Background: an optimization exercise with open tools, aiming at small area. Do not read the settings as production practice.
Only simulation tests tie the RTL to the original design; equivalence was not proved.
Power figures rest on the tool's default switching activity, not on a simulated workload.

==> flow/design.v (excerpt) <==
module traffic_lights #(
  parameter BLINK_HALF_PERIOD_MS  = 2,
  parameter BLINK_GREEN_TIME_TICK = 5,
  parameter RED_YELLOW_MS         = 10,
  parameter WIDTH                 = 16
) (
  input  logic               clk_i,           
  input  logic               srst_i,          
  input  logic [2:0]         cmd_type_i,      
  input  logic               cmd_valid_i,     
  input  logic [WIDTH-1:0]   cmd_data_i,      
  output logic               red_o,           
  output logic               yellow_o,        
  output logic               green_o          
);
localparam int GB_TICKS = 2 * BLINK_HALF_PERIOD_MS * BLINK_GREEN_TIME_TICK;
logic             st_a, st_b;
logic             lit, mode_n, mode_i, aux;
logic [WIDTH-1:0] cnt;
logic [WIDTH-1:0] green_time, red_time, yellow_time;
logic c0, c1, c2;
assign c0 = cmd_valid_i && ( cmd_type_i == 3'd0 );
assign c1 = cmd_valid_i && ( cmd_type_i == 3'd1 );
assign c2 = cmd_valid_i && ( cmd_type_i == 3'd2 );
logic in_n, in_u, gb;
assign lit    = red_o || yellow_o || green_o;
assign mode_n = st_a && ( lit || st_b );
assign in_n   = mode_n;
assign in_u   = !st_a && ( lit || st_b );
assign gb     = st_a && st_b;
assign mode_i = !lit && !st_b;
assign aux    = mode_i ? st_a : st_b;
logic p_r, p_ry, p_g, p_y;
assign p_r  = red_o && !yellow_o;
assign p_ry = red_o &&  yellow_o;
assign p_g  = green_o && !gb;
assign p_y  = yellow_o && !red_o;
logic one, zero, fire;
assign one  = ( cnt == WIDTH'(1) );
assign zero = ( cnt == '0 );
assign fire = mode_n && one;
logic n_n, n_u, n_aux, n_red, n_yel, n_grn;
assign n_n = !srst_i && ( c0 || ( mode_n && !c1 && !c2 ) );
assign n_u = !srst_i && ( c2 || ( in_u && !c0 && !c1 ) || ( in_n && !c1 && ( one ? p_g : gb ) ) );
always_comb
  begin
    if ( mode_n )
      begin
  ...
Size in the first run: roughly 69 flip-flops, roughly 25 I/O pins, ~0.0028 mm2 of cells after synthesis.
clock: 10.0 ns
lec_check: 0
cap_margin: 0
core_margin: 2
core_utilization: 40
gpl_timing_driven: 0
slew_margin: 0
buffer_ports_args: -buffer_cell sky130_fd_sc_hd__buf_1
cts_args: -sink_clustering_enable -repair_clock_nets -dont_use_dummy_load -buf_list sky130_fd_sc_hd__clkbuf_4
standard.sh (not shown) runs the stock make flow with config.mk's settings and CLKGATE_MAP_FILE= SYNTH_SCRIPT=/design/flow/synth_recipe.tcl, a recipe that flattens the netlist after the stock synthesis.
==> flow/flow/run.sh <==
#!/bin/bash
# The standard layout, with these changes:
#  - synthesis runs synth_recipe.tcl unchanged, but ABC maps the logic with an
#    area-oriented script (flow/abc_area_map.script) instead of ORFS's speed
#    script, and adders are left to ABC (no ADDER_MAP_FILE half-adder cells)
#  - ports are buffered with sky130_fd_sc_hd__buf_1
#  - the clock tree uses clkbuf_4 and no dummy loads
set -euo pipefail
HERE=$PWD
rm -rf "$HERE/scripts_abc"
cp -r "$FLOW_HOME/scripts" "$HERE/scripts_abc"
cp "$HERE/flow/abc_area_map.script" "$HERE/scripts_abc/abc_speed.script"
cat >> config.mk <<'E2'
export ADDER_MAP_FILE =
export BUFFER_PORTS_ARGS = -buffer_cell sky130_fd_sc_hd__buf_1
export CTS_ARGS = -sink_clustering_enable -repair_clock_nets -dont_use_dummy_load -buf_list sky130_fd_sc_hd__clkbuf_4
E2
bash standard.sh SCRIPTS_DIR="$HERE/scripts_abc" synth > synth_make.log 2>&1
bash standard.sh > layout_make.log 2>&1
==> flow/flow/abc_area_map.script <==
strash
&get -n
&st
&deepsyn -J 300 -T 600 -S 7
&nf -R 1000 -p
&put
Change:
==> flow/flow/abc_area_map.script (replaced) <==
strash
&get -n
&st
&deepsyn -J 300 -T 600 -S 27
&nf -R 1000 -p
&put
Result:
- The new run went through all stages and came out clean
- non-clock buffer count went down by 4
- final area goes down by 3.6%
- wire length is lower by 3.0%
- flip-flop and latch count stays the same

Setup of main:
The RTL this note starts from:
==> flow/design.v <==
module traffic_lights #(
  parameter BLINK_HALF_PERIOD_MS  = 2,
  parameter BLINK_GREEN_TIME_TICK = 5,
  parameter RED_YELLOW_MS         = 10,
  parameter WIDTH                 = 16
) (
  input  logic               clk_i,           
  input  logic               srst_i,          
  input  logic [2:0]         cmd_type_i,      
  input  logic               cmd_valid_i,     
  input  logic [WIDTH-1:0]   cmd_data_i,      
  output logic               red_o,           
  output logic               yellow_o,        
  output logic               green_o          
);
localparam int GB_TICKS = 2 * BLINK_HALF_PERIOD_MS * BLINK_GREEN_TIME_TICK;
logic             mode_n, mode_u, mode_i;
logic             aux;
logic [WIDTH-1:0] cnt;
logic [WIDTH-1:0] green_time, red_time, yellow_time;
logic c0, c1, c2;
assign c0 = cmd_valid_i && ( cmd_type_i == 3'd0 );
assign c1 = cmd_valid_i && ( cmd_type_i == 3'd1 );
assign c2 = cmd_valid_i && ( cmd_type_i == 3'd2 );
logic in_n, in_u, gb;
assign in_n   = mode_n;
assign in_u   = mode_u && !mode_n;
assign gb     = mode_n && mode_u;
assign mode_i = !mode_n && !mode_u;
logic p_r, p_ry, p_g, p_y;
assign p_r  = red_o && !yellow_o;
assign p_ry = red_o &&  yellow_o;
assign p_g  = green_o && !gb;
assign p_y  = yellow_o && !red_o;
logic one, zero, fire;
assign one  = ( cnt == WIDTH'(1) );
assign zero = ( cnt == '0 );
assign fire = mode_n && one;
logic n_n, n_u, n_aux, n_red, n_yel, n_grn;
assign n_n = !srst_i && ( c0 || ( mode_n && !c1 && !c2 ) );
assign n_u = !srst_i && ( c2 || ( in_u && !c0 && !c1 ) || ( in_n && !c1 && ( one ? p_g : gb ) ) );
always_comb
  begin
    if ( mode_n )
      begin
        if ( c1 )
          begin
            n_aux = p_r && !one;
            n_red = 1'b0;
            n_yel = 1'b0;
            n_grn = 1'b0;
          end
        else if ( c2 )
          begin
            n_aux = !one;
            n_red = one && p_y;
            n_yel = !( one && yellow_o );
            n_grn = one && p_ry;
          end
        else if ( one )
          begin
            n_aux = p_r && !one;
            n_red = p_r || p_y;
            n_yel = p_r || gb;
            n_grn = p_ry || p_g;
          end
        else
          begin
            n_aux = p_r && !one;
            n_red = red_o;
            n_yel = yellow_o;
            n_grn = green_o ^ ( gb && cnt[0] );
          end
      end
    else if ( in_u )
      begin
        n_aux = !c0 && !c1 && aux;
        n_red = c0 || ( !c1 && red_o );
        n_yel = !c0 && !c1 && ( yellow_o ^ ( aux && cnt[0] ) );
        n_grn = !c0 && !c1 && green_o;
      end
    else
      begin
        n_aux = c2 || ( !c0 && aux );
        n_red = c0;
        n_yel = c2;
        n_grn = 1'b0;
      end
  end
always_ff @( posedge clk_i )
  if ( srst_i )
    begin
      mode_n   <= 1'b0;
      mode_u   <= 1'b0;
      aux      <= 1'b0;
      red_o    <= 1'b0;
      yellow_o <= 1'b0;
      green_o  <= 1'b0;
    end
  else
    begin
      mode_n   <= n_n;
      mode_u   <= n_u;
      aux      <= n_aux;
      red_o    <= n_red;
      yellow_o <= n_yel;
      green_o  <= n_grn;
    end
logic ld_r, ld_g, ld_y, ld_ry, ld_gb, ld_z, ld_any, dec;
assign ld_r   = ( fire && p_y ) || ( in_u && c0 )
             || ( mode_i && !c2 && ( aux ? one : c0 ) );
assign ld_g   = fire && p_ry;
assign ld_y   = fire && gb;
assign ld_ry  = fire && p_r;
assign ld_gb  = fire && p_g;
assign ld_z   = c2 && ( mode_i || ( mode_n && !one ) );
assign ld_any = ld_r || ld_g || ld_y || ld_ry || ld_gb || ld_z;
assign dec    = ( mode_n && !zero ) || ( in_u && aux );
logic [WIDTH-1:0] ld_val;
assign ld_val = ( {WIDTH{ld_r}} & red_time    )
              | ( {WIDTH{ld_g}} & green_time  )
              | ( {WIDTH{ld_y}} & yellow_time )
              | ( {WIDTH{ld_ry}} & WIDTH'(RED_YELLOW_MS) )
              | ( {WIDTH{ld_gb}} & WIDTH'(GB_TICKS) );
always_ff @( posedge clk_i )
  cnt <= ld_any ? ld_val : cnt - WIDTH'(dec);
logic [WIDTH-1:0] set_val;
logic             set_ok, we_g, we_r, we_y;
assign set_val = ( ( cmd_data_i != '0 ) ? cmd_data_i : WIDTH'(1) ) & {WIDTH{!srst_i}};
assign set_ok  = cmd_valid_i && in_u;
assign we_g    = srst_i || ( set_ok && cmd_type_i == 3'd3 );
assign we_r    = srst_i || ( set_ok && cmd_type_i == 3'd4 );
assign we_y    = srst_i || ( set_ok && cmd_type_i == 3'd5 );
always_ff @( posedge clk_i )
  begin
    if ( we_g ) green_time  <= set_val;
    if ( we_r ) red_time    <= set_val;
    if ( we_y ) yellow_time <= set_val;
  end
endmodule
==> flow/config.mk <==
export PLATFORM = sky130hd
export DESIGN_NAME = traffic_lights
export DESIGN_NICKNAME = traffic_lights
export VERILOG_FILES = /design/flow/design.v
export SDC_FILE = /design/flow/constraint.sdc
export NUM_CORES = 4
export LEC_CHECK = 0
export CAP_MARGIN = 0
export CORE_MARGIN = 2
export CORE_UTILIZATION = 40
export GPL_TIMING_DRIVEN = 0
export SLEW_MARGIN = 0
export ADDER_MAP_FILE =
export BUFFER_PORTS_ARGS = -buffer_cell sky130_fd_sc_hd__buf_1
export CTS_ARGS = -sink_clustering_enable -repair_clock_nets -dont_use_dummy_load -buf_list sky130_fd_sc_hd__clkbuf_4
==> flow/constraint.sdc <==
create_clock -name core_clock -period 10.0 [get_ports {clk_i}]
set_input_delay 2.0000 -clock core_clock [delete_from_list [all_inputs] [get_ports {clk_i}]]
set_output_delay 2.0000 -clock core_clock [all_outputs]
set_load 0.01 [all_outputs]
==> flow/flow/abc_area_map.script <==
strash
&get -n
&st
&deepsyn -J 300 -T 600 -S 7
&dch -f
&nf -R 1000 -p
&put
Scripts as last shown in full above: flow/flow/run.sh
Changes in the feature branch relative to main:
==> flow/flow/abc_area_map.script <==
strash
&get -n
&st
&deepsyn -J 1000 -T 600
&dch -f
&nf -R 1000 -p
&put
==> results.txt <==
No stage failed in the feature branch, and the final checks on the layout all came back clean.
Changes observed in the feature branch relative to main: total met2 wirelength after detailed routing lost about 1.2%, total power rose 0.0034 mW, power attributed to combinational cells picked up an extra 11%.
NOTE synthesized cell count main->the feature branch increased by a little under 10%
main → the feature branch: final critical-path share of the clock period lower; area of the mapped netlist +36 sq um; floorplan die width climbed 0.54 microns; critical path arrival fell 0.15 ns; number of setup buffers added after CTS did not really move.
As of the feature branch, number of non-clock buffers had fallen by more than 10% compared to main.

afterwards: timing with drivers on the ports:
How much do the figures lean on ideal ports? The routed layouts below were timed once more, with nothing changed but the port constraints. Step 1 sets driving cells, clkbuf_16 on the clock port and buf_2 on the other inputs (assumed; they add their load-dependent delay and slew). Step 2 also shifts input and output timing later by t, the mid clock arrival at the registers, as if the neighbouring blocks saw the same clock. Slacks: ideal / step 1 / step 2; pairs: ideal / step 1.
run	t, ns	setup WS [ns]	hold slack, ns	slew at the worst register clock pin (ns)	worst data-port slew with drivers (ns)
the first run of note 1	0.403	6.058 / 6.063 / 5.660	0.444 / 0.444 / 0.444	0.12 / 0.12	0.03
the second run of note 1	0.417	6.244 / 6.244 / 5.992	0.458 / 0.458 / 0.458	0.11 / 0.11	0.03
main	0.410	5.805 / 5.811 / 5.401	0.456 / 0.456 / 0.456	0.10 / 0.10	0.03
the feature branch	0.392	5.966 / 5.969 / 5.577	0.446 / 0.446 / 0.446	0.11 / 0.11	0.03
After both steps every run listed still meets setup and hold. For main, which loses most, drivers alone change the setup slack by +0.006 ns; drivers and shift together by -0.404 ns.
